This is an optimization exercise on Yosys and OpenROAD, whose aim is small area, not a production implementation.
At most, simulation tests tie the RTL to the original design; equivalence was not proved.
The RTL of run 3 was laid out without a check of its function.
Power and IR drop assume default switching activity.

$ cat flow/config.mk
export PLATFORM = sky130hd
export DESIGN_NAME = processor
export DESIGN_NICKNAME = processor
export VERILOG_FILES = /design/flow/design.v
export SDC_FILE = /design/flow/constraint.sdc
export NUM_CORES = 4
export LEC_CHECK = 0
export CAP_MARGIN = 20
export CORE_MARGIN = 2
export CORE_UTILIZATION = 45
export CTS_BUF_LIST = sky130_fd_sc_hd__clkbuf_16
export CTS_CLUSTER_DIAMETER = 150
export CTS_CLUSTER_SIZE = 25
export SLEW_MARGIN = 20
export SYNTH_HIERARCHICAL = 1
export SYNTH_MINIMUM_KEEP_SIZE = 0
$ cat flow/constraint.sdc
create_clock -name core_clock -period 10.0 [get_ports {clk}]
set_input_delay 2.0000 -clock core_clock [delete_from_list [all_inputs] [get_ports {clk}]]
set_output_delay 2.0000 -clock core_clock [all_outputs]
set_load 0.01 [all_outputs]
$ cat flow/design.v
module bcell(clk, w, wn, cd, s);
	input clk, w, wn, cd;
	output reg s;
	always @(posedge clk)
		s <= ~((s | w) & (wn | cd));
endmodule
module aoi222(a1, b1, a2, b2, a3, b3, y);
	input a1, b1, a2, b2, a3, b3;
	output y;
	assign y = ~((a1 & b1) | (a2 & b2) | (a3 & b3));
endmodule
module aoi22(a1, b1, a2, b2, y);
	input a1, b1, a2, b2;
	output y;
	assign y = ~((a1 & b1) | (a2 & b2));
endmodule
module nand4(a, b, c, d, y);
	input a, b, c, d;
	output y;
	assign y = ~(a & b & c & d);
endmodule
module nand3(a, b, c, y);
	input a, b, c;
	output y;
	assign y = ~(a & b & c);
endmodule
module nand2(a, b, y);
	input a, b;
	output y;
	assign y = ~(a & b);
endmodule
module or3(a, b, c, y);
	input a, b, c;
	output y;
	assign y = a | b | c;
endmodule
module or2(a, b, y);
	input a, b;
	output y;
	assign y = a | b;
endmodule
module xor2(a, b, y);
	input a, b;
	output y;
	assign y = a ^ b;
endmodule
module nor2(a, b, y);
	input a, b;
	output y;
	assign y = ~(a | b);
endmodule
module rd32(sel, d, ph, y);
	input [31:0] sel, d;
	input ph;
	output y;
	wire [11:0] t;
	wire [2:0] u;
	wire v;
	genvar k;
	generate
		for (k = 0; k < 10; k = k + 1) begin : g
			aoi222 a(.a1(sel[3*k]), .b1(d[3*k]), .a2(sel[3*k+1]), .b2(d[3*k+1]),
			         .a3(sel[3*k+2]), .b3(d[3*k+2]), .y(t[k]));
		end
	endgenerate
	nand2 a10(.a(sel[30]), .b(d[30]), .y(t[10]));
	nand2 a11(.a(sel[31]), .b(d[31]), .y(t[11]));
	nand4 n0(.a(t[0]), .b(t[1]), .c(t[2]), .d(t[3]), .y(u[0]));
	nand4 n1(.a(t[4]), .b(t[5]), .c(t[6]), .d(t[7]), .y(u[1]));
	nand4 n2(.a(t[8]), .b(t[9]), .c(t[10]), .d(t[11]), .y(u[2]));
	or3 o(.a(u[0]), .b(u[1]), .c(u[2]), .y(v));
	xor2 x(.a(v), .b(ph), .y(y));
endmodule
module rd16(sel, d, ph, y);
	input [15:0] sel, d;
	input ph;
	output y;
	wire [5:0] t;
	wire [1:0] u;
	wire v;
	genvar k;
	generate
		for (k = 0; k < 5; k = k + 1) begin : g
			aoi222 a(.a1(sel[3*k]), .b1(d[3*k]), .a2(sel[3*k+1]), .b2(d[3*k+1]),
			         .a3(sel[3*k+2]), .b3(d[3*k+2]), .y(t[k]));
		end
	endgenerate
	nand2 a5(.a(sel[15]), .b(d[15]), .y(t[5]));
	nand3 n0(.a(t[0]), .b(t[1]), .c(t[2]), .y(u[0]));
	nand3 n1(.a(t[3]), .b(t[4]), .c(t[5]), .y(u[1]));
	or2 o(.a(u[0]), .b(u[1]), .y(v));
	xor2 x(.a(v), .b(ph), .y(y));
endmodule
module srow #(parameter W = 16) (clk, w, wn, cd, s);
	input clk, w, wn;
	input [W-1:0] cd;
	output [W-1:0] s;
	genvar b;
	generate
		for (b = 0; b < W; b = b + 1) begin : g
			bcell c(.clk(clk), .w(w), .wn(wn), .cd(cd[b]), .s(s[b]));
		end
	endgenerate
endmodule
module pre2(a, y, yn);
	input [1:0] a;
	output [3:0] y, yn;
	assign y = 4'b0001 << a;
	assign yn = ~y;
endmodule
module pre2n(a, yn);
	input [1:0] a;
	output [3:0] yn;
	assign yn = ~(4'b0001 << a);
endmodule
module pre3(a, en, y, yn);
	input [2:0] a;
	input en;
	output [7:0] y, yn;
	assign y = {7'd0, en} << a;
	assign yn = ~y;
endmodule
module pre3n(a, en, yn);
	input [2:0] a;
	input en;
	output [7:0] yn;
	assign yn = ~({7'd0, en} << a);
endmodule
module pre2en(a, en, y, yn);
	input [1:0] a;
	input en;
	output [3:0] y, yn;
	assign y = {3'd0, en} << a;
	assign yn = ~y;
endmodule
module pre2enn(a, en, yn);
	input [1:0] a;
	input en;
	output [3:0] yn;
	assign yn = ~({3'd0, en} << a);
endmodule
module dec5w(a, en, y, yn);
	input [4:0] a;
	input en;
	output [31:0] y, yn;
	wire [3:0] l, ln;
	wire [7:0] h, hn;
	pre2 pl(.a(a[1:0]), .y(l), .yn(ln));
	pre3 ph(.a(a[4:2]), .en(en), .y(h), .yn(hn));
	genvar i;
	generate
		for (i = 0; i < 32; i = i + 1) begin : g
			nor2 p(.a(ln[i%4]), .b(hn[i/4]), .y(y[i]));
			nand2 n(.a(l[i%4]), .b(h[i/4]), .y(yn[i]));
		end
	endgenerate
endmodule
module dec5r(a, en, y);
	input [4:0] a;
	input en;
	output [31:0] y;
	wire [3:0] ln;
	wire [7:0] hn;
	pre2n pl(.a(a[1:0]), .yn(ln));
	pre3n ph(.a(a[4:2]), .en(en), .yn(hn));
	genvar i;
	generate
		for (i = 0; i < 32; i = i + 1) begin : g
			nor2 p(.a(ln[i%4]), .b(hn[i/4]), .y(y[i]));
		end
	endgenerate
endmodule
module dec4w(a, en, y, yn);
	input [3:0] a;
	input en;
	output [15:0] y, yn;
	wire [3:0] l, ln, h, hn;
	pre2 pl(.a(a[1:0]), .y(l), .yn(ln));
	pre2en ph(.a(a[3:2]), .en(en), .y(h), .yn(hn));
	genvar i;
	generate
		for (i = 0; i < 16; i = i + 1) begin : g
			nor2 p(.a(ln[i%4]), .b(hn[i/4]), .y(y[i]));
			nand2 n(.a(l[i%4]), .b(h[i/4]), .y(yn[i]));
		end
	endgenerate
endmodule
module dec4r(a, en, y);
	input [3:0] a;
	input en;
	output [15:0] y;
	wire [3:0] ln, hn;
	pre2n pl(.a(a[1:0]), .yn(ln));
	pre2enn ph(.a(a[3:2]), .en(en), .yn(hn));
	genvar i;
	generate
		for (i = 0; i < 16; i = i + 1) begin : g
			nor2 p(.a(ln[i%4]), .b(hn[i/4]), .y(y[i]));
		end
	endgenerate
endmodule
module ha(a, b, s, co);
	input a, b;
	output s, co;
	assign {co, s} = a + b;
endmodule
module fa(a, b, c, s, co);
	input a, b, c;
	output s, co;
	assign {co, s} = a + b + c;
endmodule
module a21o(a, b, c, y);
	input a, b, c;
	output y;
	assign y = (a & b) | c;
endmodule
module aluout(g, p, s, kor, klog, kar, y);
	input g, p, s, kor, klog, kar;
	output y;
	assign y = (klog & (g | (kor & p))) | (kar & s);
endmodule
module processor(clk, rst_n, load, dload, laddr, insload, loadreg, reg_addr, reg_load,
                 pc_out, rf_we, rf_waddr, rf_wdata, dm_we, dm_addr, dm_wdata);
	input clk;
	input rst_n;
	input load,dload;
	input [15:0]laddr;
	input [15:0]insload;
	input loadreg;
	input [3:0]reg_addr;
	input [15:0]reg_load;
	output [15:0]pc_out;
	output rf_we;
	output [3:0]rf_waddr;
	output [15:0]rf_wdata;
	output dm_we;
	output [15:0]dm_addr;
	output [15:0]dm_wdata;
	reg ph;
	always @(posedge clk) ph <= ~ph;
	wire phr = ph & rst_n;
	reg [15:0] pc, ins, A, B, mrd;
	reg regload, memread, memwrite, inputofand;
	reg [2:0] aluop;
	reg c_m0, c_m1, c_m2;
	genvar i, b;
	wire [4:0] lE = laddr[5:1] + {4'd0, laddr[0]};
	wire [4:0] lO = laddr[5:1];
	wire [7:0] lhi = insload[15:8], llo = insload[7:0];
	wire [7:0] cdE = (laddr[0] ? llo : lhi) ^ {8{ph}};
	wire [7:0] cdO = (laddr[0] ? lhi : llo) ^ {8{ph}};
	wire [31:0] wE, wEn, wO, wOn;
	dec5w dwE(.a(lE), .en(load), .y(wE), .yn(wEn));
	dec5w dwO(.a(lO), .en(load), .y(wO), .yn(wOn));
	wire [4:0] pE = pc[5:1] + {4'd0, pc[0]};
	wire [4:0] pO = pc[5:1];
	wire [31:0] rselE, rselO;
	dec5r drE(.a(pE), .en(rst_n), .y(rselE));
	dec5r drO(.a(pO), .en(rst_n), .y(rselO));
	wire [7:0] qE [0:31];
	wire [7:0] qO [0:31];
	generate
		for (i = 0; i < 32; i = i + 1) begin : im
			srow #(8) e(.clk(clk), .w(wE[i]), .wn(wEn[i]), .cd(cdE), .s(qE[i]));
			srow #(8) o(.clk(clk), .w(wO[i]), .wn(wOn[i]), .cd(cdO), .s(qO[i]));
		end
	endgenerate
	wire [7:0] bE, bO;
	generate
		for (b = 0; b < 8; b = b + 1) begin : imr
			wire [31:0] cE, cO;
			for (i = 0; i < 32; i = i + 1) begin : c
				assign cE[i] = qE[i][b];
				assign cO[i] = qO[i][b];
			end
			rd32 re(.sel(rselE), .d(cE), .ph(phr), .y(bE[b]));
			rd32 ro(.sel(rselO), .d(cO), .ph(phr), .y(bO[b]));
		end
	endgenerate
	wire [15:0] fetch = pc[0] ? {bO, bE} : {bE, bO};
	wire [15:0] wext = {11'd0, ins[3], ins[3:0]};
	wire [15:0] y = c_m0 ? wext : B;
	wire sub = aluop[0] & aluop[1];
	wire klog = ~aluop[1];
	wire kor = aluop[0];
	wire kar = aluop[1] & ~aluop[2];
	wire kslt = aluop[2];
	wire [15:0] yb = y ^ {16{sub}};
	wire [15:0] p, g, s;
	wire [16:0] c;
	wire [15:0] alu;
	assign c[0] = sub;
	generate
		for (i = 0; i < 16; i = i + 1) begin : al
			ha h(.a(A[i]), .b(yb[i]), .s(p[i]), .co(g[i]));
			a21o cy(.a(p[i]), .b(c[i]), .c(g[i]), .y(c[i+1]));
			xor2 sx(.a(p[i]), .b(c[i]), .y(s[i]));
			if (i == 0) begin : b0
				wire o;
				aluout u(.g(g[i]), .p(p[i]), .s(s[i]), .kor(kor), .klog(klog), .kar(kar), .y(o));
				assign alu[0] = o | (kslt & ~c[16]);
			end else begin : bn
				aluout u(.g(g[i]), .p(p[i]), .s(s[i]), .kor(kor), .klog(klog), .kar(kar), .y(alu[i]));
			end
		end
	endgenerate
	wire c_and = inputofand & ~(&p);
	wire [4:0] m = c_and ? wext[4:0] : 5'd0;
	wire [5:0] off = {1'b0, m} + 6'd2;
	wire [15:0] pcadd;
	wire [15:0] pc_c;
	ha pa0(.a(pc[0]), .b(off[0]), .s(pcadd[0]), .co(pc_c[0]));
	generate
		for (i = 1; i < 16; i = i + 1) begin : pa
			if (i < 6) begin : f
				fa f(.a(pc[i]), .b(off[i]), .c(pc_c[i-1]), .s(pcadd[i]), .co(pc_c[i]));
			end else begin : h
				ha h(.a(pc[i]), .b(pc_c[i-1]), .s(pcadd[i]), .co(pc_c[i]));
			end
		end
	endgenerate
	wire [15:0] pcn = c_m2 ? {pc[15:13], ins[11:0], 1'b0} : pcadd;
	wire [15:0] reginput = c_m1 ? alu : mrd;
	wire rfwe = loadreg | (regload & rst_n);
	wire [3:0] rfwa = loadreg ? reg_addr : ins[3:0];
	wire [15:0] rfwd = loadreg ? reg_load : reginput;
	wire [15:0] cdR = rfwd ^ {16{ph}};
	wire [15:0] wR, wRn, rselA, rselB;
	dec4w dwR(.a(rfwa), .en(rfwe), .y(wR), .yn(wRn));
	dec4r drA(.a(ins[11:8]), .en(rst_n), .y(rselA));
	dec4r drB(.a(ins[7:4]), .en(rst_n), .y(rselB));
	wire [15:0] qR [0:15];
	generate
		for (i = 0; i < 16; i = i + 1) begin : rf
			srow #(16) r(.clk(clk), .w(wR[i]), .wn(wRn[i]), .cd(cdR), .s(qR[i]));
		end
	endgenerate
	wire [15:0] nA, nB;
	generate
		for (b = 0; b < 16; b = b + 1) begin : rfr
			wire [15:0] cc;
			for (i = 0; i < 16; i = i + 1) begin : c_
				assign cc[i] = qR[i][b];
			end
			rd16 ra(.sel(rselA), .d(cc), .ph(phr), .y(nA[b]));
			rd16 rb(.sel(rselB), .d(cc), .ph(phr), .y(nB[b]));
		end
	endgenerate
	wire dmwe = dload | (memwrite & rst_n);
	wire [4:0] dmwa = dload ? laddr[4:0] : alu[4:0];
	wire [15:0] dmwd = dload ? insload : B;
	wire [15:0] cdD = dmwd ^ {16{ph}};
	wire [31:0] wD, wDn, rselD;
	dec5w dwD(.a(dmwa), .en(dmwe), .y(wD), .yn(wDn));
	dec5r drD(.a(alu[4:0]), .en(rst_n), .y(rselD));
	wire [15:0] qD [0:31];
	generate
		for (i = 0; i < 32; i = i + 1) begin : dm
			srow #(16) r(.clk(clk), .w(wD[i]), .wn(wDn[i]), .cd(cdD), .s(qD[i]));
		end
	endgenerate
	wire [15:0] nD;
	generate
		for (b = 0; b < 16; b = b + 1) begin : dmr
			wire [31:0] cc;
			for (i = 0; i < 32; i = i + 1) begin : c_
				assign cc[i] = qD[i][b];
			end
			rd32 rd(.sel(rselD), .d(cc), .ph(phr), .y(nD[b]));
		end
	endgenerate
	always @(posedge clk) begin
		pc  <= rst_n ? pcn : 16'd0;
		ins <= fetch;
		A   <= nA;
		B   <= nB;
		if (!rst_n || memread)
			mrd <= nD;
	end
	always @(posedge clk) begin
		if (!rst_n) begin
			regload <= 0; memread <= 0; memwrite <= 0; inputofand <= 0;
			aluop <= 3'd0; c_m0 <= 0; c_m1 <= 0; c_m2 <= 0;
		end else begin
			case (ins[15:12])
				4'd0, 4'd1, 4'd2, 4'd6, 4'd7: begin
					regload <= 1; memread <= 0; memwrite <= 0; inputofand <= 0;
					aluop <= (ins[15:12] == 4'd6) ? 3'd3 : ins[14:12];
					c_m0 <= 0; c_m1 <= 1; c_m2 <= 0;
				end
				4'd8: begin
					regload <= 1; memread <= 1; memwrite <= 0; inputofand <= 0;
					aluop <= 3'd2; c_m0 <= 1; c_m1 <= 0; c_m2 <= 0;
				end
				4'd10: begin
					regload <= 0; memread <= 0; memwrite <= 1; inputofand <= 0;
					aluop <= 3'd2; c_m0 <= 1; c_m2 <= 0;
				end
				4'd14: begin
					regload <= 0; memread <= 0; memwrite <= 0; inputofand <= 1;
					aluop <= 3'd7; c_m0 <= 0; c_m2 <= 0;
				end
				4'd15: begin
					regload <= 0; memread <= 0; memwrite <= 0; c_m2 <= 1;
				end
				default: ;
			endcase
		end
	end
	assign pc_out = pc;
	assign rf_we = rfwe;
	assign rf_waddr = rfwa;
	assign rf_wdata = rfwd;
	assign dm_we = memwrite & rst_n;
	assign dm_addr = alu;
	assign dm_wdata = B;
endmodule
$ cat flow/flow/run.sh
#!/bin/bash
# Layout flow: the standard synthesis and ORFS steps (standard.sh), with
# three settings changed for area:
#  - ports are buffered with buf_1 instead of the default port buffer,
#  - buffers that ABC inserted are removed before placement (the resizer
#    re-buffers where slew or capacitance needs it),
#  - the clock tree is built without dummy balancing loads.
# Each step's full log is in orfs/logs/; make's own output is in flow_*.log.
set -euo pipefail
bash standard.sh synth > flow_synth.log 2>&1
bash standard.sh \
  REMOVE_ABC_BUFFERS=1 \
  "BUFFER_PORTS_ARGS=-buffer_cell sky130_fd_sc_hd__buf_1" \
  "CTS_ARGS=-sink_clustering_enable -repair_clock_nets -buf_list sky130_fd_sc_hd__clkbuf_16 -sink_clustering_size 25 -sink_clustering_max_diameter 150 -dont_use_dummy_load" \
  finish > flow_layout.log 2>&1
$ cat flow/standard.sh
#!/bin/bash
# synth_recipe.tcl (not shown) runs the flow's synth.tcl, then flattens the netlist and writes it again
# the make line also repeats each setting of config.mk as NAME=value (left out here)
make -C /OpenROAD-flow-scripts/flow DESIGN_CONFIG=/design/flow/config.mk WORK_HOME=/design/flow/orfs CLKGATE_MAP_FILE= SYNTH_SCRIPT=/design/flow/synth_recipe.tcl "${@:-finish}"
==> results of run 1 <==
==> flip-flops by register name, summed over array words and instances (netlist names), 3 cells and up <==
signal and cells:
dm.r.g.c.s 512, im.e.g.c.s 256, im.o.g.c.s 256, rf.r.g.c.s 256, A 16, B 16, ins 16, mrd 16
pc 16, aluop 3
==> layout make-up <==
| cell class | count | area share, % |
|---|---|---|
| antenna | 1 | 0.004654 |
| clock buffer | 60 | 2.792 |
| inverter | 6 | 0.04189 |
| multi-input combinational | 3059 | 39.59 |
| sequential | 1371 | 51.35 |
| tap | 1403 | 3.265 |
| timing repair buffer | 266 | 2.955 |
==> metrics by stage <==
stage | area (µm²) | cells | setup WS (ns) | hold WS [ns]
after floorplan | 48590 | 4436 | 2.849 | 0.4206
after global placement | 52140 | 6099 | 1.980 | 0.4284
after CTS | 53700 | 6163 | 1.641 | 0.4493
after detailed placement | 52200 | 6103 | 1.885 | 0.4359
after global routing | 53770 | 6165 | 1.247 | 0.4555
final | 53770 | 6166 | 1.609 | 0.4462
==> per-module statistics from Yosys (local to each module, per instance), a selection <==
module   flops+latches  cell area (µm²)  times used  cells
nand4                0            6.256          96      1
pre3                 0            187.7           3     20
pre2en               0            63.81           1      8
nand3                0            5.005          64      1
nand2                0            3.754         208      1
bcell                1            26.28        1280      2
pre2n                0            22.52           5      4
fa                   0            20.02           5      1
pre2enn              0            28.78           2      4
nor2                 0            3.754         240      1
ha                   0            12.51          27      1
pre2                 0            46.29           4      8
aluout               0            16.27          16      3
a21o                 0            7.507          16      1
xor2                 0            8.758          80      1
or2                  0            6.256          32      1
==> cells by family after synthesis <==
logic type,after synthesis,share of synthesized area (%)
compound gates,1837,27.40
flops,1371,56.54
simple gates,942,9.833
xor+xnor,149,2.673
mux,93,1.973
buf+inv,47,0.5305
fa+ha+maj,38,1.051
==> cell usage in the layout (no fill, tap or decap), drive strengths merged, types with 16 or more instances in the layout <==
cell type / netlist / final
nand4b: 19 / 19
xor2: 87 / 87
xnor2: 62 / 62
o22ai: 1280 / 1280
a21o: 17 / 17
nand2b: 23 / 23
nor2: 270 / 270
or3: 32 / 32
nand4bb: 18 / 18
nor2b: 23 / 23
dfxtp: 1355 / 1355
nand3: 91 / 91
nand4: 106 / 106
a222oi: 480 / 480
edfxtp: 16 / 16
or2: 43 / 43
mux2i: 67 / 67
o21ai: 19 / 19
mux2: 26 / 26
buf: 31 / 263
clkbuf: 10 / 63
nand2: 257 / 257
ha: 33 / 33
a22oi: 16 / 16
==> per-layer routing <==
layer,wire length [µm],share of wire (%),global-route usage [%]
met2,76590,43,45.42
met5,21,0.012,0
met4,6403,3.6,9.820
met3,19650,11,7.512
met1,76260,43,43.60
==> worst max-delay path: cells and delay by family, from the launching register on <==
kind | cells | cell delay (ns)
AO/OA/AOI/OAI | 16 | 2.98
adder cells (fa/ha/maj) | 1 | 0.35
XOR/XNOR | 1 | 0.27
AND/OR/NAND/NOR | 3 | 1.00
buffers and inverters | 1 | 0.28
flip-flops | 1 | 0.80
==> worst paths after layout <==
path / start / endpoint / cells after the start
worst min register to register: im[8].o.g[4].c.s$_DFF_P_ / im[8].o.g[4].c.s$_DFF_P_ / 1
worst max register to register: aluop[0]$_SDFFE_PN0P_ / mrd[4]$_DFFE_PP_ / 28
worst min-delay path: im[8].o.g[4].c.s$_DFF_P_ / im[8].o.g[4].c.s$_DFF_P_ / 1
worst max-delay path: aluop[0]$_SDFFE_PN0P_ / dm_addr[0] / 22
==> where the power goes <==
group	total, mW	switching [mW]	internal [mW]
registers	9.57	1.61	7.96
clock network	2.77	1.70	1.07
logic	7.25	4.53	2.72
==> metrics.yaml, run 1 <==
power_and_ir_drop:
  leakagePower_nw: 19.15
  power.density_nw_per_um2: 364.3
  ir_worst_vdd_mv: 0.2510
  power_mw: 19.59
placement:
  gp_congestion: 0.9238
  portBuffers: 116
  dp_hpwl_mm: 115.2
clock_tree:
  cts_sinks: 1371
  hold_buffers: 0
  clockBufferDepth: 3
  htreeDepth: 2
  path_clk_slew_ns: 0.10
  clkLatencyLatePin_ns: 0.74
  cts_tree: "done"
  cts_root_buf: "clkbuf_16"
  cts_buffers: 60
  cts_resized: 0
  post-cts-setup-buffers: 0
critical_path:
  slowest_stage: "dfxtp_1"
  cp_common_cell: "a21o_1"
  required_ns: 8.00
  worstSetupStartpointType: "flop"
  arrival_ns: 6.39
  end_kind: "output port"
  regToRegSetupSlack_ns: 1.63
  max_stage_delay_ns: 0.80
  critical_path_class: "flop to output port"
  cp_max_fo: 18
  cp_cell_sequence: "nand2_1 -> xor2_1 -> ha_1 -> a21o_1 -> a21o_1 -> a21o_1 -> a21o_1 -> a21o_1 -> a21o_1 -> a21o_1 -> a21o_1 -> a21o_1 -> a21o_1 -> a21o_1 -> a21o_1 -> a21o_1 -> a21o_1 -> a21o_1 -> a21o_1 -> nand2b_1 -> nand2b_1 -> buf_1"
global_routing:
  antenna_found_initial: 4
  grt_overflow: 0
  grt_pass1_wl_mm: 263.4
  grt_max_degree: 49
  grt_pass1_vias: 40080
  grt_usage_pct: 30.62
detailed_routing:
  drc: 0
  wl_per_cell_um: 29.02
  via_per_inst: 7.135
  drtIter0Drc: 7353
  routed_wl_mm: 178.9
  dr.pass1.iters: 12
  ant_nets: 0
  via_count: 43990
synth:
  synth_commonest_cells: "1,355 x dfxtp_1, 1,280 x o22ai_1, 480 x a222oi_1"
  syn_area_um2: 48820
  yosys_warnings: 8
  async_flop_share_pct: 0
  yosysSeqAreaShare_pct: 56.54
  synth_edf_count: 16
  synth-seq-cells: 1371
  yosysTopAreaCellShare_pct: 55.56
  synth.most_common_cell: "dfxtp_1"
  synth_cell_types: 66
  ys.flop_type: "dfxtp_1"
  post-synth-top-area-cell: "dfxtp_1"
  syn_avg_cell_area_um2: 10.91
  yosys-top-cells-area: "dfxtp_1 56%, o22ai_1 16%, a222oi_1 9.8%"
  synthCells: 4477
sta:
  tns_ns: 0
  clock_skew_ns: 0.07936
  rsz0062_at_grt: "no"
  period_share_pct: 83.91
  fmax_mhz: 119.2
  hold_viol: 0
  worstMarginPinSlew_ns: 1.129
  fin_crit_ns: 8.391
  slew-limit-headroom_pct: 24.46
  drv_slew: 0
  finalSetupViolations: 0
cells_and_area:
  nFillCells: 9894
  area_delta_synth_final_pct: 10.13
  multi_input_area_um2: 21290
  regArea_um2: 27610
  fin_util_pct: 50.09
  layout-drive-gt1-share_pct: 7.140
  nets: 4859
floorplan:
  die_h_um: 333.4
  pin_count: 127
  die_w_um: 333.4
  num_rows: 120
  core_area_um2: 107400
  dieArea_um2: 111100
  initial_utilization_pct: 45.48
hold_path:
  hold_path_class: "flop to flop"
outcome:
  status: "no timing/DRC/antenna violations"
run:
  max_cap_violations: 0
==> inputs of run 2 (changes only) <==
==> flow/run.sh (new file) <==
#!/bin/bash
# synth_recipe.tcl (not shown) runs the flow's synth.tcl, then flattens the netlist and writes it again
# the make line also repeats each setting of config.mk as NAME=value (left out here)
make -C /OpenROAD-flow-scripts/flow DESIGN_CONFIG=/design/flow/config.mk WORK_HOME=/design/flow/orfs CLKGATE_MAP_FILE= SYNTH_SCRIPT=/design/flow/synth_recipe.tcl finish
--- a/flow/config.mk
+++ b/flow/config.mk
@@ -8,5 +8,5 @@
 export CAP_MARGIN = 20
 export CORE_MARGIN = 2
-export CORE_UTILIZATION = 45
+export CORE_UTILIZATION = 50
 export CTS_BUF_LIST = sky130_fd_sc_hd__clkbuf_16
 export CTS_CLUSTER_DIAMETER = 150
removed: flow/flow/run.sh
removed: flow/standard.sh
==> run 2 against run 1 <==
Synthesized cell count is the same. Clock skew decreased by 0.054 ns. Hold slack improved by 0.00065 ns. Design area up 1.1%. Routed wire length shrank 1.1%. Critical path type unchanged. Final cell count is 2.4% lower. Global-route usage up 3.1 points. Register-to-register slack improved by 0.03 ns. Highest routed layer unchanged. Flip-flop and latch count unchanged. Still clean. Non-clock buffer count fell by 31.
==> metrics.yaml, run 2 <==
clock_tree:
  clkLatencyLatePin_ns: 0.75
  path_clk_slew_ns: 0.10
  cts_root_buf: "clkbuf_16"
  post-cts-setup-buffers: 0
  cts_buffers: 60
  htreeDepth: 2
  cts_resized: 0
  cts_tree: "done"
  cts_sinks: 1371
  hold_buffers: 0
  clockBufferDepth: 3
cells_and_area:
  multi_input_area_um2: 21450
  mostFrequentLayoutCell: "dfxtp_1"
  nFillCells: 8562
  final_cell_mix: "1,353 x dfxtp_1, 1,280 x o22ai_1, 480 x a222oi_1"
  nets: 4828
  top_register: "dm.r.g.c.s"
  regArea_um2: 27610
  area_delta_synth_final_pct: 11.31
  layout-drive-gt1-share_pct: 7.171
  largest_reg_flops: 512
  stdcell_count: 6018
synth:
  synth-seq-cells: 1371
  synth_edf_count: 16
  async_flop_share_pct: 0
  ys.flop_type: "dfxtp_1"
  post-synth-top-area-cell: "dfxtp_1"
  yosysTopAreaCellShare_pct: 55.56
  synth_cell_types: 66
  syn_avg_cell_area_um2: 10.91
  synthCells: 4477
  yosys_warnings: 8
  yosysSeqAreaShare_pct: 56.54
  synth_commonest_cells: "1,355 x dfxtp_1, 1,280 x o22ai_1, 480 x a222oi_1"
  syn_area_um2: 48820
  yosys-top-cells-area: "dfxtp_1 56%, o22ai_1 16%, a222oi_1 9.8%"
  synth.most_common_cell: "dfxtp_1"
critical_path:
  max_stage_delay_ns: 0.87
  required_ns: 8.00
  worstSetupStartpointType: "flop"
  cp_max_fo: 18
  end_kind: "output port"
  critical_path_class: "flop to output port"
  path_delay_family: "compound AO/OA/AOI/OAI gates"
  slowest_stage: "dfxtp_1"
  arrival_ns: 6.65
  cp_cell_sequence: "mux2i_1 -> xor2_1 -> ha_1 -> a21o_1 -> a21o_1 -> a21o_1 -> a21o_1 -> a21o_1 -> a21o_1 -> a21o_1 -> a21o_1 -> a21o_1 -> a21o_1 -> a21o_1 -> a21o_1 -> a21o_1 -> a21o_1 -> a21o_1 -> a21o_1 -> nand2b_1 -> nand2b_1 -> clkdlybuf4s50_1"
  cp_common_cell: "a21o_1"
  cp_num_buf_inv: 1
power_and_ir_drop:
  ir_worst_vdd_mv: 0.1934
  power.density_nw_per_um2: 365.6
  leakagePower_nw: 19.41
floorplan:
  pin_count: 127
  dieArea_um2: 100200
  initial_utilization_pct: 50.49
  core_area_um2: 96710
  die_h_um: 316.5
  num_rows: 114
  die_w_um: 316.5
placement:
  dp.cells: 5945
  gp_congestion: 0.9521
  dp_hpwl_mm: 116.3
  portBuffers: 116
sta:
  clock_skew_ns: 0.02512
  slew-limit-headroom_pct: 20.05
  tns_ns: 0
  finalSetupViolations: 0
  holdWs_ns: 0.4468
  worstMarginPinSlew_ns: 1.195
  drv_slew: 0
  fmax_mhz: 115.7
  hold_viol: 0
  period_share_pct: 86.45
  fin_crit_ns: 8.645
  rsz0062_at_grt: "no"
global_routing:
  grt_pass1_wl_mm: 257.9
  antenna_found_initial: 6
  grt_overflow: 0
  grt_usage_pct: 33.71
  grt.met1_usage_pct: 49.11
  grt_pass1_vias: 39150
  top_usage_layer: "met2"
  grtUsageMet3_pct: 6.181
  grtUsageMet2_pct: 49.88
  grt_max_degree: 43
outcome:
  status: "no timing/DRC/antenna violations"
detailed_routing:
  via_per_inst: 7.253
  drc: 0
  dr.pass1.iters: 14
  via_count: 43650
  routed_wl_mm: 177.0
  drtIter0Drc: 7298
  wl_per_cell_um: 29.42
  ant_nets: 0
run:
  max_cap_violations: 0
hold_path:
  hold_path_class: "flop to flop"
-- run 2: per-module statistics from Yosys (local to each module, per instance), excerpt --
module	flip-flops and latches	cells	area, µm²	copies in the design
pre3n	0	8	76.32	3
bcell	1	2	26.28	1280
pre2n	0	4	22.52	5
aluout	0	3	16.27	16
ha	0	1	12.51	27
xor2	0	1	8.758	80
a21o	0	1	7.507	16
nand3	0	1	5.005	64
nand2	0	1	3.754	208
-- run 2: cell type report --
| cell class | instances | area share (%) |
|---|---|---|
| inverter | 6 | 0.04144 |
| tap | 1276 | 2.938 |
| timing repair buffer | 235 | 3.783 |
| multi-input combinational | 3059 | 39.48 |
| antenna | 1 | 0.004605 |
| sequential | 1371 | 50.81 |
| clock buffer | 60 | 2.763 |
| clock inverter | 10 | 0.1842 |
-- run 2: logic make-up after synthesis --
logic type	share of synthesized area, %
xor gates and xnor gates	2.673
buffers and inverters	0.5305
and+or+nand+nor	9.833
AOI/OAI and AO/OA	27.40
adders and majority gates	1.051
DFF	56.54
muxes	1.973
-- run 2: where the power goes --
group          internal (mW)  switching, mW
Clock                   1.11           1.73
Combinational           2.94           4.55
Sequential              7.96           1.58
-- run 2: worst paths after layout --
| kind | from | to | slack [ns] | cells past startpoint |
|---|---|---|---|---|
| setup reg to reg | c_m0$_SDFFE_PN0P_ | mrd[0]$_DFFE_PP_ | 1.66 | 27 |
| hold / removal | im[8].e.g[5].c.s$_DFF_P_ | im[8].e.g[5].c.s$_DFF_P_ | 0.45 | 1 |
| setup / recovery | c_m0$_SDFFE_PN0P_ | dm_addr[0] | 1.35 | 22 |
| hold reg to reg | im[8].e.g[5].c.s$_DFF_P_ | im[8].e.g[5].c.s$_DFF_P_ | 0.45 | 1 |
-- run 2: layer usage --
layer,part of all wire [%],wire (µm),vias up
li1,-,-,19420
met3,9.8,17380,393
met1,43,76380,21440
met2,43,75800,2393
met4,4.2,7436,4
met5,0.013,23,-
-- run 2: worst register-to-register path, stage by stage (launching register included) --
cell	delay (ns)
dfxtp_1	0.87
mux2i_1	0.34
xor2_1	0.17
ha_1	0.30
a21o_1	0.22
a21o_1	0.18
a21o_1	0.18
a21o_1	0.18
a21o_1	0.19
a21o_1	0.20
a21o_1	0.19
a21o_1	0.18
a21o_1	0.18
a21o_1	0.18
a21o_1	0.18
a21o_1	0.19
a21o_1	0.18
a21o_1	0.18
a21o_1	0.18
a21o_1	0.16
nand2b_1	0.18
nand2b_1	0.34
nand2b_1	0.70
nor2_2	0.34
a222oi_1	0.70
nand4_1	0.41
or3_1	0.59
xor2_1	0.18
-- run 2: through the flow --
stage	cell area [µm²]	util, %	power, mW	setup slack (ns)
2_1_floorplan	48820	-	13.56	3.140
3_3_place_gp	52550	54.34	16.56	2.027
3_5_place_dp	52630	54.42	16.76	2.161
4_1_cts	54230	56.08	19.53	1.405
5_1_grt	54340	56.19	20.69	1.126
6_report	54340	56.19	19.87	1.355
==> inputs of run 3 (changes only) <==
--- a/flow/design.v
+++ b/flow/design.v
@@ -200,24 +200,4 @@
 	endgenerate
 endmodule
-module ha(a, b, s, co);
-	input a, b;
-	output s, co;
-	assign {co, s} = a + b;
-endmodule
-module fa(a, b, c, s, co);
-	input a, b, c;
-	output s, co;
-	assign {co, s} = a + b + c;
-endmodule
-module a21o(a, b, c, y);
-	input a, b, c;
-	output y;
-	assign y = (a & b) | c;
-endmodule
-module aluout(g, p, s, kor, klog, kar, y);
-	input g, p, s, kor, klog, kar;
-	output y;
-	assign y = (klog & (g | (kor & p))) | (kar & s);
-endmodule
 module processor(clk, rst_n, load, dload, laddr, insload, loadreg, reg_addr, reg_load,
                  pc_out, rf_we, rf_waddr, rf_wdata, dm_we, dm_addr, dm_wdata);
@@ -282,43 +262,19 @@
 	wire [15:0] y = c_m0 ? wext : B;
 	wire sub = aluop[0] & aluop[1];
-	wire klog = ~aluop[1];
-	wire kor = aluop[0];
-	wire kar = aluop[1] & ~aluop[2];
-	wire kslt = aluop[2];
-	wire [15:0] yb = y ^ {16{sub}};
-	wire [15:0] p, g, s;
-	wire [16:0] c;
-	wire [15:0] alu;
-	assign c[0] = sub;
-	generate
-		for (i = 0; i < 16; i = i + 1) begin : al
-			ha h(.a(A[i]), .b(yb[i]), .s(p[i]), .co(g[i]));
-			a21o cy(.a(p[i]), .b(c[i]), .c(g[i]), .y(c[i+1]));
-			xor2 sx(.a(p[i]), .b(c[i]), .y(s[i]));
-			if (i == 0) begin : b0
-				wire o;
-				aluout u(.g(g[i]), .p(p[i]), .s(s[i]), .kor(kor), .klog(klog), .kar(kar), .y(o));
-				assign alu[0] = o | (kslt & ~c[16]);
-			end else begin : bn
-				aluout u(.g(g[i]), .p(p[i]), .s(s[i]), .kor(kor), .klog(klog), .kar(kar), .y(alu[i]));
-			end
-		end
-	endgenerate
-	wire c_and = inputofand & ~(&p);
-	wire [4:0] m = c_and ? wext[4:0] : 5'd0;
-	wire [5:0] off = {1'b0, m} + 6'd2;
-	wire [15:0] pcadd;
-	wire [15:0] pc_c;
-	ha pa0(.a(pc[0]), .b(off[0]), .s(pcadd[0]), .co(pc_c[0]));
-	generate
-		for (i = 1; i < 16; i = i + 1) begin : pa
-			if (i < 6) begin : f
-				fa f(.a(pc[i]), .b(off[i]), .c(pc_c[i-1]), .s(pcadd[i]), .co(pc_c[i]));
-			end else begin : h
-				ha h(.a(pc[i]), .b(pc_c[i-1]), .s(pcadd[i]), .co(pc_c[i]));
-			end
-		end
-	endgenerate
-	wire [15:0] pcn = c_m2 ? {pc[15:13], ins[11:0], 1'b0} : pcadd;
+	wire [16:0] sum = {1'b0, A} + {1'b0, y ^ {16{sub}}} + {16'd0, sub};
+	reg [15:0] alu;
+	always @(*) begin
+		case (aluop)
+			3'd0: alu = A & y;
+			3'd1: alu = A | y;
+			3'd2, 3'd3: alu = sum[15:0];
+			3'd7: alu = {15'd0, ~sum[16]};
+			default: alu = 16'd0;
+		endcase
+	end
+	wire c_and = inputofand & (|sum[15:0]);
+	wire [5:0] off = c_and ? ({1'b0, wext[4:0]} + 6'd2) : 6'd2;
+	wire [15:0] pcinc = pc + {10'd0, off};
+	wire [15:0] pcn = c_m2 ? {pc[15:13], ins[11:0], 1'b0} : pcinc;
 	wire [15:0] reginput = c_m1 ? alu : mrd;
 	wire rfwe = loadreg | (regload & rst_n);
@@ -339,10 +295,10 @@
 	generate
 		for (b = 0; b < 16; b = b + 1) begin : rfr
-			wire [15:0] cc;
+			wire [15:0] c;
 			for (i = 0; i < 16; i = i + 1) begin : c_
-				assign cc[i] = qR[i][b];
+				assign c[i] = qR[i][b];
 			end
-			rd16 ra(.sel(rselA), .d(cc), .ph(phr), .y(nA[b]));
-			rd16 rb(.sel(rselB), .d(cc), .ph(phr), .y(nB[b]));
+			rd16 ra(.sel(rselA), .d(c), .ph(phr), .y(nA[b]));
+			rd16 rb(.sel(rselB), .d(c), .ph(phr), .y(nB[b]));
 		end
 	endgenerate
@@ -363,9 +319,9 @@
 	generate
 		for (b = 0; b < 16; b = b + 1) begin : dmr
-			wire [31:0] cc;
+			wire [31:0] c;
 			for (i = 0; i < 32; i = i + 1) begin : c_
-				assign cc[i] = qD[i][b];
+				assign c[i] = qD[i][b];
 			end
-			rd32 rd(.sel(rselD), .d(cc), .ph(phr), .y(nD[b]));
+			rd32 rd(.sel(rselD), .d(c), .ph(phr), .y(nD[b]));
 		end
 	endgenerate
--- a/flow/config.mk
+++ b/flow/config.mk
@@ -8,8 +8,5 @@
 export CAP_MARGIN = 20
 export CORE_MARGIN = 2
-export CORE_UTILIZATION = 50
-export CTS_BUF_LIST = sky130_fd_sc_hd__clkbuf_16
-export CTS_CLUSTER_DIAMETER = 150
-export CTS_CLUSTER_SIZE = 25
+export CORE_UTILIZATION = 55
 export SLEW_MARGIN = 20
 export SYNTH_HIERARCHICAL = 1
==> run 3 against run 2 <==
Flip-flop and latch count is the same. Sequential share of layout area shrank 3.3 points. Non-clock buffer count grew 21. Final cell count grew 4.1%. Synthesized cell count grew 3.5%. Power shrank 2.4%. First-iteration DRC count grew 6.6%. Design area grew 6.8%. Clock power grew 88%. Via count grew 4.9%. Critical path depth shrank 10. Clock skew grew 0.0027 ns.
==> metrics.yaml, run 3 <==
outcome:
  status: "no timing/DRC/antenna violations"
power_and_ir_drop:
  power.density_nw_per_um2: 333.9
  p_sw_share_pct: 32.72
  leakagePower_nw: 21.30
  clkPwrFrac_pct: 27.5
  switchingPower_mw: 6.343
  intPower_mw: 13.04
  comb_power_share_pct: 24.5
  seqPwrFrac_pct: 48.0
  ir_worst_vdd_mv: 0.1971
  power_mw: 19.39
sta:
  hold_viol: 0
  setup_slack_ns: 1.736
  worstMarginPinSlew_ns: 1.168
  drv_slew: 0
  clock_skew_ns: 0.02785
  fmax_mhz: 121.0
  finalSetupViolations: 0
  slew-limit-headroom_pct: 21.83
  period_share_pct: 82.64
  fin_crit_ns: 8.264
  holdWs_ns: 0.4400
  tns_ns: 0
  rsz0062_at_grt: "no"
global_routing:
  grt_usage_pct: 37.36
  grt_pass1_wl_mm: 268.4
  grt_overflow: 0
  grt_max_degree: 48
  grt_pass1_vias: 42240
  grt.met1_usage_pct: 53.64
  antenna_found_initial: 9
  top_usage_layer: "met2"
  grtUsageMet2_pct: 54.64
  grtUsageMet3_pct: 8.240
detailed_routing:
  wl_per_cell_um: 28.89
  drc: 0
  routed_wl_mm: 180.9
  dr.pass1.iters: 10
  via_count: 45800
  drtIter0Drc: 7777
  ant_nets: 0
  via_per_inst: 7.312
synth:
  post-synth-top-area-cell: "dfxtp_1"
  synth.most_common_cell: "dfxtp_1"
  yosys-top-cells-area: "dfxtp_1 55%, o22ai_1 16%, a222oi_1 9.7%"
  synth_edf_count: 16
  yosysSeqAreaShare_pct: 55.60
  ys.flop_type: "dfxtp_1"
  synth-seq-cells: 1371
  async_flop_share_pct: 0
  syn_avg_cell_area_um2: 10.72
  syn_area_um2: 49650
  synth_cell_types: 87
  yosys_warnings: 8
  synth_commonest_cells: "1,355 x dfxtp_1, 1,280 x o22ai_1, 480 x a222oi_1"
  synthCells: 4633
  yosysTopAreaCellShare_pct: 54.63
floorplan:
  die_h_um: 304.5
  pin_count: 127
  num_rows: 110
  die_w_um: 304.5
  dieArea_um2: 92700
  initial_utilization_pct: 55.33
  core_area_um2: 89740
cells_and_area:
  nets: 5059
  mostFrequentLayoutCell: "dfxtp_1"
  area_delta_synth_final_pct: 16.92
  final_cell_mix: "1,354 x dfxtp_1, 1,280 x o22ai_1, 480 x a222oi_1"
  multi_input_area_um2: 21980
  final_area_um2: 58050
  largest_reg_flops: 512
  stdcell_count: 6263
  regArea_um2: 27610
  top_register: "dm.r.g.c.s"
  nFillCells: 7419
  layout-drive-gt1-share_pct: 9.974
  fin_util_pct: 64.69
critical_path:
  required_ns: 8.00
  worstSetupStartpointType: "flop"
  regToRegSetupSlack_ns: 2.81
  critical_path_class: "flop to output port"
  end_kind: "output port"
  arrival_ns: 6.26
  cp_max_fo: 21
  reg2reg_from: "aluop[0]$_SDFFE_PN0P_"
  rr_worst_depth: 17
  timing.rr.end: "mrd[11]$_DFFE_PP_"
clock_tree:
  cts_sinks: 1371
  clkLatencyLatePin_ns: 0.76
  clockBufferDepth: 3
  hold_buffers: 0
  cts_root_buf: "clkbuf_16"
  cts_resized: 0
  cts_tree: "done"
  path_clk_slew_ns: 0.06
  post-cts-setup-buffers: 0
  htreeDepth: 4
  cts_buffers: 140
placement:
  place_ws_ns: 2.767
  dp_hpwl_mm: 117.7
  dp.cells: 6007
  portBuffers: 116
  place_area_um2: 53300
  gp_congestion: 0.9197
hold_path:
  worstHoldEndpoint: "dm[22].r.g[1].c.s$_DFF_P_"
  holdCritStartpoint: "dm[22].r.g[1].c.s$_DFF_P_"
  hold_depth: 1
  hold_path_class: "flop to flop"
run:
  max_cap_violations: 0
[run 3: cell types whose count changed in the layout (fill, tap and decap cells not counted), moves of 13 or more]
cell       previous run  this run
o21ai_0               4        42
a22oi_1              16         0
xnor2_1              15        46
clkbuf_8              0        34
clkinv_2              0        23
clkbuf_16            60       145
buf_4               116       139
a21oi_1               7        47
mux2i_1              67        43
and2_1                5        22
xnor2_2              45        32
clkbuf_1              0        27
nand2_1             257       273
[run 3: critical path: stages, from the launching register on]
cell             delay (ns)
dfxtp_1                0.84
nand2_1                0.77
xor2_1                 0.46
inv_1                  0.10
fa_1                   0.47
nor2b_4                0.14
o21ai_0                0.08
a21oi_1                0.20
nor2_1                 0.07
a211oi_2               0.81
mux2i_1                0.15
o21ai_0                0.74
clkdlybuf4s50_1        0.69
[run 3: logic make-up after synthesis]
family	share of synthesized area, %
flops	55.60
compound gates	28.11
buf+inv	0.8467
simple gates	10.28
mux	1.555
xor+xnor	2.734
fa+ha+maj	0.8819
[run 3: worst max-delay path by stage]
stage | start | end | slack (ns)
2_1_floorplan | aluop[0]$_SDFFE_PN0P_ | rf_wdata[4] | 4.51
3_3_place_gp | aluop[0]$_SDFFE_PN0P_ | rf_wdata[4] | 2.77
3_5_place_dp | aluop[0]$_SDFFE_PN0P_ | rf_wdata[4] | 2.77
4_1_cts | aluop[0]$_SDFFE_PN0P_ | rf_wdata[4] | 1.96
5_1_grt | aluop[0]$_SDFFE_PN0P_ | rf_wdata[4] | 1.60
6_report | aluop[0]$_SDFFE_PN0P_ | rf_wdata[4] | 1.74
[run 3: Yosys stat by module, one instance, submodules excluded, excerpt]
module	cells inside	flops+latches	area [µm²]
nand2	1	0	3.754
nand3	1	0	5.005
or3	1	0	6.256
pre2	8	0	46.29
pre2enn	4	0	28.78
pre2n	4	0	22.52
pre3	20	0	187.7
xor2	1	0	8.758
[run 3: power by group through the flow]
stage	clock [mW]	sequential [mW]	combinational, mW
after floorplan	0	8.91	3.12
after global placement	0	9.28	4.46
after detailed placement	0	9.32	4.60
after CTS	5.36	9.25	4.61
after global routing	5.59	9.54	5.04
final	5.33	9.31	4.75
[run 3: layout make-up]
class	instances	area share, %
Sequential cell	1371	47.56
Multi-Input combinational cell	3184	37.86
Clock buffer	206	7.231
Timing Repair Buffer	256	3.800
Tap cell	1176	2.535
Clock inverter	46	0.8664
Inverter	20	0.1293
Antenna cell	4	0.01724
[run 3: routing by layer]
| layer | part of all wire [%] | wire (µm) | vias up |
|---|---|---|---|
| met4 | 3.7 | 6675 | 10 |
| met2 | 43 | 77390 | 2741 |
| met3 | 11 | 20290 | 369 |
| li1 | - | - | 20280 |
| met5 | 0.040 | 73 | - |
| met1 | 42 | 76510 | 22390 |
==> inputs of run 4 (changes only) <==
--- a/flow/design.v
+++ b/flow/design.v
@@ -92,4 +92,26 @@
 	xor2 x(.a(v), .b(ph), .y(y));
 endmodule
+module and2(a, b, y);
+	input a, b;
+	output y;
+	assign y = a & b;
+endmodule
+module inv(a, y);
+	input a;
+	output y;
+	assign y = ~a;
+endmodule
+module xnor2(a, b, y);
+	input a, b;
+	output y;
+	assign y = ~(a ^ b);
+endmodule
+module cddrv(a, b, y);
+	input a, b;
+	output y;
+	wire t;
+	xnor2 x(.a(a), .b(b), .y(t));
+	inv i(.a(t), .y(y));
+endmodule
 module srow #(parameter W = 16) (clk, w, wn, cd, s);
 	input clk, w, wn;
@@ -140,4 +162,21 @@
 	assign yn = ~({3'd0, en} << a);
 endmodule
+module pre2p(a, y);
+	input [1:0] a;
+	output [3:0] y;
+	assign y = 4'b0001 << a;
+endmodule
+module pre3p(a, en, y);
+	input [2:0] a;
+	input en;
+	output [7:0] y;
+	assign y = {7'd0, en} << a;
+endmodule
+module pre2enp(a, en, y);
+	input [1:0] a;
+	input en;
+	output [3:0] y;
+	assign y = {3'd0, en} << a;
+endmodule
 module dec5w(a, en, y, yn);
 	input [4:0] a;
@@ -200,4 +239,84 @@
 	endgenerate
 endmodule
+module dec5ws(a, en, y, yn);
+	input [4:0] a;
+	input en;
+	output [31:0] y, yn;
+	wire [3:0] l;
+	wire [7:0] h;
+	pre2p pl(.a(a[1:0]), .y(l));
+	pre3p ph(.a(a[4:2]), .en(en), .y(h));
+	genvar i;
+	generate
+		for (i = 0; i < 32; i = i + 1) begin : g
+			nand2 n(.a(l[i%4]), .b(h[i/4]), .y(yn[i]));
+			inv p(.a(yn[i]), .y(y[i]));
+		end
+	endgenerate
+endmodule
+module dec5rs(a, en, y);
+	input [4:0] a;
+	input en;
+	output [31:0] y;
+	wire [3:0] l;
+	wire [7:0] h;
+	pre2p pl(.a(a[1:0]), .y(l));
+	pre3p ph(.a(a[4:2]), .en(en), .y(h));
+	genvar i;
+	generate
+		for (i = 0; i < 32; i = i + 1) begin : g
+			and2 p(.a(l[i%4]), .b(h[i/4]), .y(y[i]));
+		end
+	endgenerate
+endmodule
+module dec4ws(a, en, y, yn);
+	input [3:0] a;
+	input en;
+	output [15:0] y, yn;
+	wire [3:0] l, h;
+	pre2p pl(.a(a[1:0]), .y(l));
+	pre2enp ph(.a(a[3:2]), .en(en), .y(h));
+	genvar i;
+	generate
+		for (i = 0; i < 16; i = i + 1) begin : g
+			nand2 n(.a(l[i%4]), .b(h[i/4]), .y(yn[i]));
+			inv p(.a(yn[i]), .y(y[i]));
+		end
+	endgenerate
+endmodule
+module dec4rs(a, en, y);
+	input [3:0] a;
+	input en;
+	output [15:0] y;
+	wire [3:0] l, h;
+	pre2p pl(.a(a[1:0]), .y(l));
+	pre2enp ph(.a(a[3:2]), .en(en), .y(h));
+	genvar i;
+	generate
+		for (i = 0; i < 16; i = i + 1) begin : g
+			and2 p(.a(l[i%4]), .b(h[i/4]), .y(y[i]));
+		end
+	endgenerate
+endmodule
+module ha(a, b, s, co);
+	input a, b;
+	output s, co;
+	assign {co, s} = a + b;
+endmodule
+module fa(a, b, c, s, co);
+	input a, b, c;
+	output s, co;
+	assign {co, s} = a + b + c;
+endmodule
+module a21o(a, b, c, y);
+	input a, b, c;
+	output y;
+	assign y = (a & b) | c;
+endmodule
+module aluout(g, p, s, kor, klog, kar, y);
+	input g, p, s, kor, klog, kar;
+	output y;
+	assign y = (klog & (g | (kor & p))) | (kar & s);
+endmodule
 module processor(clk, rst_n, load, dload, laddr, insload, loadreg, reg_addr, reg_load,
                  pc_out, rf_we, rf_waddr, rf_wdata, dm_we, dm_addr, dm_wdata);
@@ -228,6 +347,11 @@
 	wire [4:0] lO = laddr[5:1];
 	wire [7:0] lhi = insload[15:8], llo = insload[7:0];
-	wire [7:0] cdE = (laddr[0] ? llo : lhi) ^ {8{ph}};
-	wire [7:0] cdO = (laddr[0] ? lhi : llo) ^ {8{ph}};
+	wire [7:0] dE = laddr[0] ? llo : lhi;
+	wire [7:0] dO = laddr[0] ? lhi : llo;
+	wire [7:0] cdE, cdO;
+	generate for (i = 0; i < 8; i = i + 1) begin : ci
+		cddrv de(.a(dE[i]), .b(ph), .y(cdE[i]));
+		cddrv do_(.a(dO[i]), .b(ph), .y(cdO[i]));
+	end endgenerate
 	wire [31:0] wE, wEn, wO, wOn;
 	dec5w dwE(.a(lE), .en(load), .y(wE), .yn(wEn));
@@ -262,28 +386,55 @@
 	wire [15:0] y = c_m0 ? wext : B;
 	wire sub = aluop[0] & aluop[1];
-	wire [16:0] sum = {1'b0, A} + {1'b0, y ^ {16{sub}}} + {16'd0, sub};
-	reg [15:0] alu;
-	always @(*) begin
-		case (aluop)
-			3'd0: alu = A & y;
-			3'd1: alu = A | y;
-			3'd2, 3'd3: alu = sum[15:0];
-			3'd7: alu = {15'd0, ~sum[16]};
-			default: alu = 16'd0;
-		endcase
-	end
-	wire c_and = inputofand & (|sum[15:0]);
-	wire [5:0] off = c_and ? ({1'b0, wext[4:0]} + 6'd2) : 6'd2;
-	wire [15:0] pcinc = pc + {10'd0, off};
-	wire [15:0] pcn = c_m2 ? {pc[15:13], ins[11:0], 1'b0} : pcinc;
+	wire klog = ~aluop[1];
+	wire kor = aluop[0];
+	wire kar = aluop[1] & ~aluop[2];
+	wire kslt = aluop[2];
+	wire [15:0] yb = y ^ {16{sub}};
+	wire [15:0] p, g, s;
+	wire [16:0] c;
+	wire [15:0] alu;
+	assign c[0] = sub;
+	generate
+		for (i = 0; i < 16; i = i + 1) begin : al
+			ha h(.a(A[i]), .b(yb[i]), .s(p[i]), .co(g[i]));
+			a21o cy(.a(p[i]), .b(c[i]), .c(g[i]), .y(c[i+1]));
+			xor2 sx(.a(p[i]), .b(c[i]), .y(s[i]));
+			if (i == 0) begin : b0
+				wire o;
+				aluout u(.g(g[i]), .p(p[i]), .s(s[i]), .kor(kor), .klog(klog), .kar(kar), .y(o));
+				assign alu[0] = o | (kslt & ~c[16]);
+			end else begin : bn
+				aluout u(.g(g[i]), .p(p[i]), .s(s[i]), .kor(kor), .klog(klog), .kar(kar), .y(alu[i]));
+			end
+		end
+	endgenerate
+	wire c_and = inputofand & ~(&p);
+	wire [4:0] m = c_and ? wext[4:0] : 5'd0;
+	wire [5:0] off = {1'b0, m} + 6'd2;
+	wire [15:0] pcadd;
+	wire [15:0] pc_c;
+	ha pa0(.a(pc[0]), .b(off[0]), .s(pcadd[0]), .co(pc_c[0]));
+	generate
+		for (i = 1; i < 16; i = i + 1) begin : pa
+			if (i < 6) begin : f
+				fa f(.a(pc[i]), .b(off[i]), .c(pc_c[i-1]), .s(pcadd[i]), .co(pc_c[i]));
+			end else begin : h
+				ha h(.a(pc[i]), .b(pc_c[i-1]), .s(pcadd[i]), .co(pc_c[i]));
+			end
+		end
+	endgenerate
+	wire [15:0] pcn = c_m2 ? {pc[15:13], ins[11:0], 1'b0} : pcadd;
 	wire [15:0] reginput = c_m1 ? alu : mrd;
 	wire rfwe = loadreg | (regload & rst_n);
 	wire [3:0] rfwa = loadreg ? reg_addr : ins[3:0];
 	wire [15:0] rfwd = loadreg ? reg_load : reginput;
-	wire [15:0] cdR = rfwd ^ {16{ph}};
+	wire [15:0] cdR;
+	generate for (i = 0; i < 16; i = i + 1) begin : cr
+		cddrv d(.a(rfwd[i]), .b(ph), .y(cdR[i]));
+	end endgenerate
 	wire [15:0] wR, wRn, rselA, rselB;
-	dec4w dwR(.a(rfwa), .en(rfwe), .y(wR), .yn(wRn));
-	dec4r drA(.a(ins[11:8]), .en(rst_n), .y(rselA));
-	dec4r drB(.a(ins[7:4]), .en(rst_n), .y(rselB));
+	dec4ws dwR(.a(rfwa), .en(rfwe), .y(wR), .yn(wRn));
+	dec4rs drA(.a(ins[11:8]), .en(rst_n), .y(rselA));
+	dec4rs drB(.a(ins[7:4]), .en(rst_n), .y(rselB));
 	wire [15:0] qR [0:15];
 	generate
@@ -295,10 +446,10 @@
 	generate
 		for (b = 0; b < 16; b = b + 1) begin : rfr
-			wire [15:0] c;
+			wire [15:0] cc;
 			for (i = 0; i < 16; i = i + 1) begin : c_
-				assign c[i] = qR[i][b];
+				assign cc[i] = qR[i][b];
 			end
-			rd16 ra(.sel(rselA), .d(c), .ph(phr), .y(nA[b]));
-			rd16 rb(.sel(rselB), .d(c), .ph(phr), .y(nB[b]));
+			rd16 ra(.sel(rselA), .d(cc), .ph(phr), .y(nA[b]));
+			rd16 rb(.sel(rselB), .d(cc), .ph(phr), .y(nB[b]));
 		end
 	endgenerate
@@ -306,8 +457,11 @@
 	wire [4:0] dmwa = dload ? laddr[4:0] : alu[4:0];
 	wire [15:0] dmwd = dload ? insload : B;
-	wire [15:0] cdD = dmwd ^ {16{ph}};
+	wire [15:0] cdD;
+	generate for (i = 0; i < 16; i = i + 1) begin : cdm
+		cddrv d(.a(dmwd[i]), .b(ph), .y(cdD[i]));
+	end endgenerate
 	wire [31:0] wD, wDn, rselD;
-	dec5w dwD(.a(dmwa), .en(dmwe), .y(wD), .yn(wDn));
-	dec5r drD(.a(alu[4:0]), .en(rst_n), .y(rselD));
+	dec5ws dwD(.a(dmwa), .en(dmwe), .y(wD), .yn(wDn));
+	dec5rs drD(.a(alu[4:0]), .en(rst_n), .y(rselD));
 	wire [15:0] qD [0:31];
 	generate
@@ -319,9 +473,9 @@
 	generate
 		for (b = 0; b < 16; b = b + 1) begin : dmr
-			wire [31:0] c;
+			wire [31:0] cc;
 			for (i = 0; i < 32; i = i + 1) begin : c_
-				assign c[i] = qD[i][b];
+				assign cc[i] = qD[i][b];
 			end
-			rd32 rd(.sel(rselD), .d(c), .ph(phr), .y(nD[b]));
+			rd32 rd(.sel(rselD), .d(cc), .ph(phr), .y(nD[b]));
 		end
 	endgenerate
==> flow/flow/run.sh (new file) <==
#!/bin/bash
# Layout flow: the standard synthesis and ORFS steps (standard.sh), with
# three settings changed for area:
#  - ports are buffered with buf_1 instead of the default port buffer,
#  - buffers that ABC inserted are removed before placement (the resizer
#    re-buffers where slew or capacitance needs it),
#  - the clock tree is built without dummy balancing loads.
# Each step's full log is in orfs/logs/; make's own output is in flow_*.log.
set -euo pipefail
bash standard.sh synth > flow_synth.log 2>&1
bash standard.sh \
  REMOVE_ABC_BUFFERS=1 \
  "BUFFER_PORTS_ARGS=-buffer_cell sky130_fd_sc_hd__buf_1" \
  "CTS_ARGS=-sink_clustering_enable -repair_clock_nets -buf_list sky130_fd_sc_hd__clkbuf_16 -sink_clustering_size 25 -sink_clustering_max_diameter 150 -dont_use_dummy_load" \
  finish > flow_layout.log 2>&1
==> flow/standard.sh (new file) <==
#!/bin/bash
# synth_recipe.tcl (not shown) runs the flow's synth.tcl, then flattens the netlist and writes it again
# the make line also repeats each setting of config.mk as NAME=value (left out here)
make -C /OpenROAD-flow-scripts/flow DESIGN_CONFIG=/design/flow/config.mk WORK_HOME=/design/flow/orfs CLKGATE_MAP_FILE= SYNTH_SCRIPT=/design/flow/synth_recipe.tcl "${@:-finish}"
--- a/flow/config.mk
+++ b/flow/config.mk
@@ -8,5 +8,8 @@
 export CAP_MARGIN = 20
 export CORE_MARGIN = 2
-export CORE_UTILIZATION = 55
+export CORE_UTILIZATION = 45
+export CTS_BUF_LIST = sky130_fd_sc_hd__clkbuf_16
+export CTS_CLUSTER_DIAMETER = 150
+export CTS_CLUSTER_SIZE = 25
 export SLEW_MARGIN = 20
 export SYNTH_HIERARCHICAL = 1
removed: flow/run.sh
==> run 4 against run 3 <==
Largest power group unchanged. Count of clock-buffer cells in the layout fell by 146. Critical path type unchanged. Die area rose by 20%. Clock power fell by 48%. Highest routed layer unchanged. Critical endpoint is now rf_wdata[0].
==> metrics.yaml, run 4 <==
detailed_routing:
  drc: 0
  via_per_inst: 7.085
  drtIter0Drc: 6963
  wl_per_cell_um: 28.19
  ant_nets: 0
  dr.pass1.iters: 10
  via_count: 43420
  routed_wl_mm: 172.8
hold_path:
  hold_path_class: "flop to flop"
  hold_depth: 1
sta:
  worstMarginPinSlew_ns: 1.121
  clock_skew_ns: 0.05832
  rsz0062_at_grt: "no"
  finalSetupViolations: 0
  hold_viol: 0
  drv_slew: 0
  fin_crit_ns: 7.850
  slew-limit-headroom_pct: 25.08
  period_share_pct: 78.50
  tns_ns: 0
  fmax_mhz: 127.4
critical_path:
  cp_num_buf_inv: 2
  required_ns: 8.00
  cp_max_fo: 17
  regToRegSetupSlack_ns: 2.26
  slowest_stage: "o31ai_1"
  worstSetupStartpointType: "flop"
  cp_cell_sequence: "nand2_2 -> xor2_1 -> ha_1 -> a21o_1 -> a21o_1 -> a21o_1 -> a21o_1 -> a21o_1 -> a21o_1 -> a21o_1 -> a21o_1 -> a21o_1 -> a21o_1 -> a21o_1 -> a21o_1 -> a21o_1 -> a21o_1 -> a21o_1 -> a21o_1 -> inv_2 -> a211oi_1 -> o31ai_1 -> buf_1"
  end_kind: "output port"
  cp_common_cell: "a21o_1"
  max_stage_delay_ns: 0.37
  path_delay_family: "compound AO/OA/AOI/OAI gates"
  crit_cells: 23
  rr_worst_depth: 27
  critical_path_class: "flop to output port"
  arrival_ns: 5.85
synth:
  post-synth-top-area-cell: "dfxtp_1"
  synth.most_common_cell: "dfxtp_1"
  syn_avg_cell_area_um2: 10.92
  async_flop_share_pct: 0
  yosys-top-cells-area: "dfxtp_1 55%, o22ai_1 16%, a222oi_1 9.8%"
  yosys_warnings: 8
  synth_edf_count: 16
  yosysTopAreaCellShare_pct: 55.35
  synth_commonest_cells: "1,355 x dfxtp_1, 1,280 x o22ai_1, 480 x a222oi_1"
  synth-seq-cells: 1371
  syn_area_um2: 49010
  synthCells: 4488
  yosysSeqAreaShare_pct: 56.33
  ys.flop_type: "dfxtp_1"
  synth_cell_types: 64
floorplan:
  initial_utilization_pct: 45.21
  num_rows: 121
  die_w_um: 334.0
  pin_count: 127
  core_area_um2: 108400
  dieArea_um2: 111600
  die_h_um: 334.0
cells_and_area:
  nets: 4807
  final_area_um2: 53150
  final_cell_mix: "1,354 x dfxtp_1, 1,280 x o22ai_1, 480 x a222oi_1"
  nFillCells: 10060
  largest_reg_flops: 512
  area_delta_synth_final_pct: 8.458
  top_register: "dm.r.g.c.s"
  stdcell_count: 6128
  layout-drive-gt1-share_pct: 4.289
  mostFrequentLayoutCell: "dfxtp_1"
clock_tree:
  htreeDepth: 2
  path_clk_slew_ns: 0.10
  cts_sinks: 1371
  cts_root_buf: "clkbuf_16"
  cts_tree: "done"
  hold_buffers: 0
  cts_buffers: 60
  clkLatencyLatePin_ns: 0.72
  post-cts-setup-buffers: 0
  cts_resized: 0
  clockBufferDepth: 3
outcome:
  status: "no timing/DRC/antenna violations"
global_routing:
  antenna_found_initial: 8
  grt_max_degree: 49
  grt_usage_pct: 29.43
  grt_pass1_wl_mm: 255.7
  grt_pass1_vias: 39770
  grt_overflow: 0
run:
  max_cap_violations: 0
power_and_ir_drop:
  leakagePower_nw: 19.38
  ir_worst_vdd_mv: 0.1786
  power.density_nw_per_um2: 362.8
placement:
  portBuffers: 116
  gp_congestion: 0.8977
  dp.cells: 6062
  dp_hpwl_mm: 112.1
  place_area_um2: 51600
[run 4: cell types whose count changed in the layout (fill, tap and decap cells not counted), moves of 42 or more]
cell,delta
inv_1,+79
o21ai_0,-42
buf_4,-64
and2_1,+46
clkbuf_16,-85
mux2_1,+48
clkdlybuf4s50_1,-114
buf_1,+114
nor2_1,-64
[run 4: final cells by class]
class / instances / area, µm² / share of cell area (%)
Tap cell: 1414 / 1769 / 3.328
Timing Repair Buffer: 193 / 1044 / 1.963
Clock buffer: 60 / 1501 / 2.825
Antenna cell: 4 / 10.01 / 0.01883
Multi-Input combinational cell: 2983 / 20840 / 39.20
Sequential cell: 1371 / 27610 / 51.94
Inverter: 103 / 386.6 / 0.7274
[run 4: worst reg2reg max path: stages, from the launching register on]
cell and delay [ns]:
dfxtp_1 0.36, nand2_2 0.34, xor2_1 0.30, ha_1 0.35
a21o_1 0.22, a21o_1 0.18, a21o_1 0.18, a21o_1 0.20
a21o_1 0.19, a21o_1 0.19, a21o_1 0.18, a21o_1 0.19
a21o_1 0.19, a21o_1 0.18, a21o_1 0.18, a21o_1 0.18
a21o_1 0.18, a21o_1 0.18, a21o_1 0.19, a21o_1 0.19
inv_2 0.06, a21o_1 0.37, nor2_1 0.36, and2_1 0.50
a222oi_1 0.68, nand4_1 0.36, or3_1 0.58, xor2_1 0.19
[run 4: path summary, 6_finish.rpt]
check                        startpoint                to
hold reg to reg              ph$_DFF_P_        ph$_DFF_P_
setup reg to reg  aluop[0]$_SDFFE_PN0P_  mrd[3]$_DFFE_PP_
hold / removal               ph$_DFF_P_        ph$_DFF_P_
setup / recovery  aluop[0]$_SDFFE_PN0P_       rf_wdata[0]
[run 4: kinds of logic after synthesis]
kind of cell | share of synthesized area [%]
XOR/XNOR | 2.681
AND/OR/NAND/NOR | 9.487
flip-flops | 56.33
buffers and inverters | 1.172
multiplexers | 2.068
AO/OA/AOI/OAI | 27.22
adder cells (fa/ha/maj) | 1.047
[run 4: per-layer routing]
layer,routed length [µm],share of wire (%),track usage [%],vias up
met5,28,0.016,0,-
met1,74720,43,42.50,21490
met4,6382,3.7,9.939,4
met2,74230,43,43.88,2321
li1,-,-,-,19270
met3,17410,10,5.653,329
[run 4: power by group]
group	leakage, nW	total [mW]	internal [mW]	switching [mW]
Clock	0.739	2.76	1.07	1.69
Combinational	6.89	7.00	2.64	4.37
Sequential	11.7	9.52	7.96	1.56
Total	19.4	19.3	11.7	7.61
[run 4: stage by stage]
stage	hold slack, ns	worst slack (ns)	power (mW)	utilization [%]
6_report	0.4419	2.150	19.29	49.04
5_1_grt	0.4563	1.891	20.15	49.03
4_1_cts	0.4385	2.189	19.02	48.99
3_5_place_dp	0.4233	2.544	16.32	47.60
3_3_place_gp	0.4169	2.650	16.10	47.60
2_1_floorplan	0.4206	3.153	13.44	-
[run 4: per-module statistics from Yosys (local to each module, per instance), a selection]
module,area [µm²],flops+latches
bcell,26.28,1
aoi222,10.01,0
pre2n,22.52,0
pre3p,96.34,0
xnor2,8.758,0
pre3n,76.32,0
nand4,6.256,0

==> static timing again, ports no longer ideal <==
In the flow no input, the clock included, has a driving cell. The finished layouts below were timed again as built, in two steps. Step 1 assumes that a clkbuf_16 drives the clock port and a buf_2 every other input. Step 2 moves the port delays by t, midway between the first and last clock arrival at a register: inputs arrive t later, outputs are due t later. That takes back most of the time a late clock gives input paths. a / b / c = ideal / step 1 / step 2; a / b = the first two.
| run | shift t [ns] | setup WS [ns] | clock arrival spread, ns | worst register clock-pin slew, ns | cell pins on the clock port's net |
|---|---|---|---|---|---|
| run 1 | 0.768 | 1.609 / 1.540 / 1.626 | 0.083 / 0.083 | 0.12 / 0.12 | 1 |
| run 2 | 0.805 | 1.355 / 1.282 / 1.662 | 0.033 / 0.034 | 0.11 / 0.11 | 1 |
| run 3 | 0.819 | 1.736 / 1.661 / 2.480 | 0.030 / 0.030 | 0.07 / 0.07 | 1 |
| run 4 | 0.764 | 2.150 / 2.078 / 2.257 | 0.059 / 0.059 | 0.11 / 0.11 | 1 |
After both steps setup and hold are still met in every run listed.
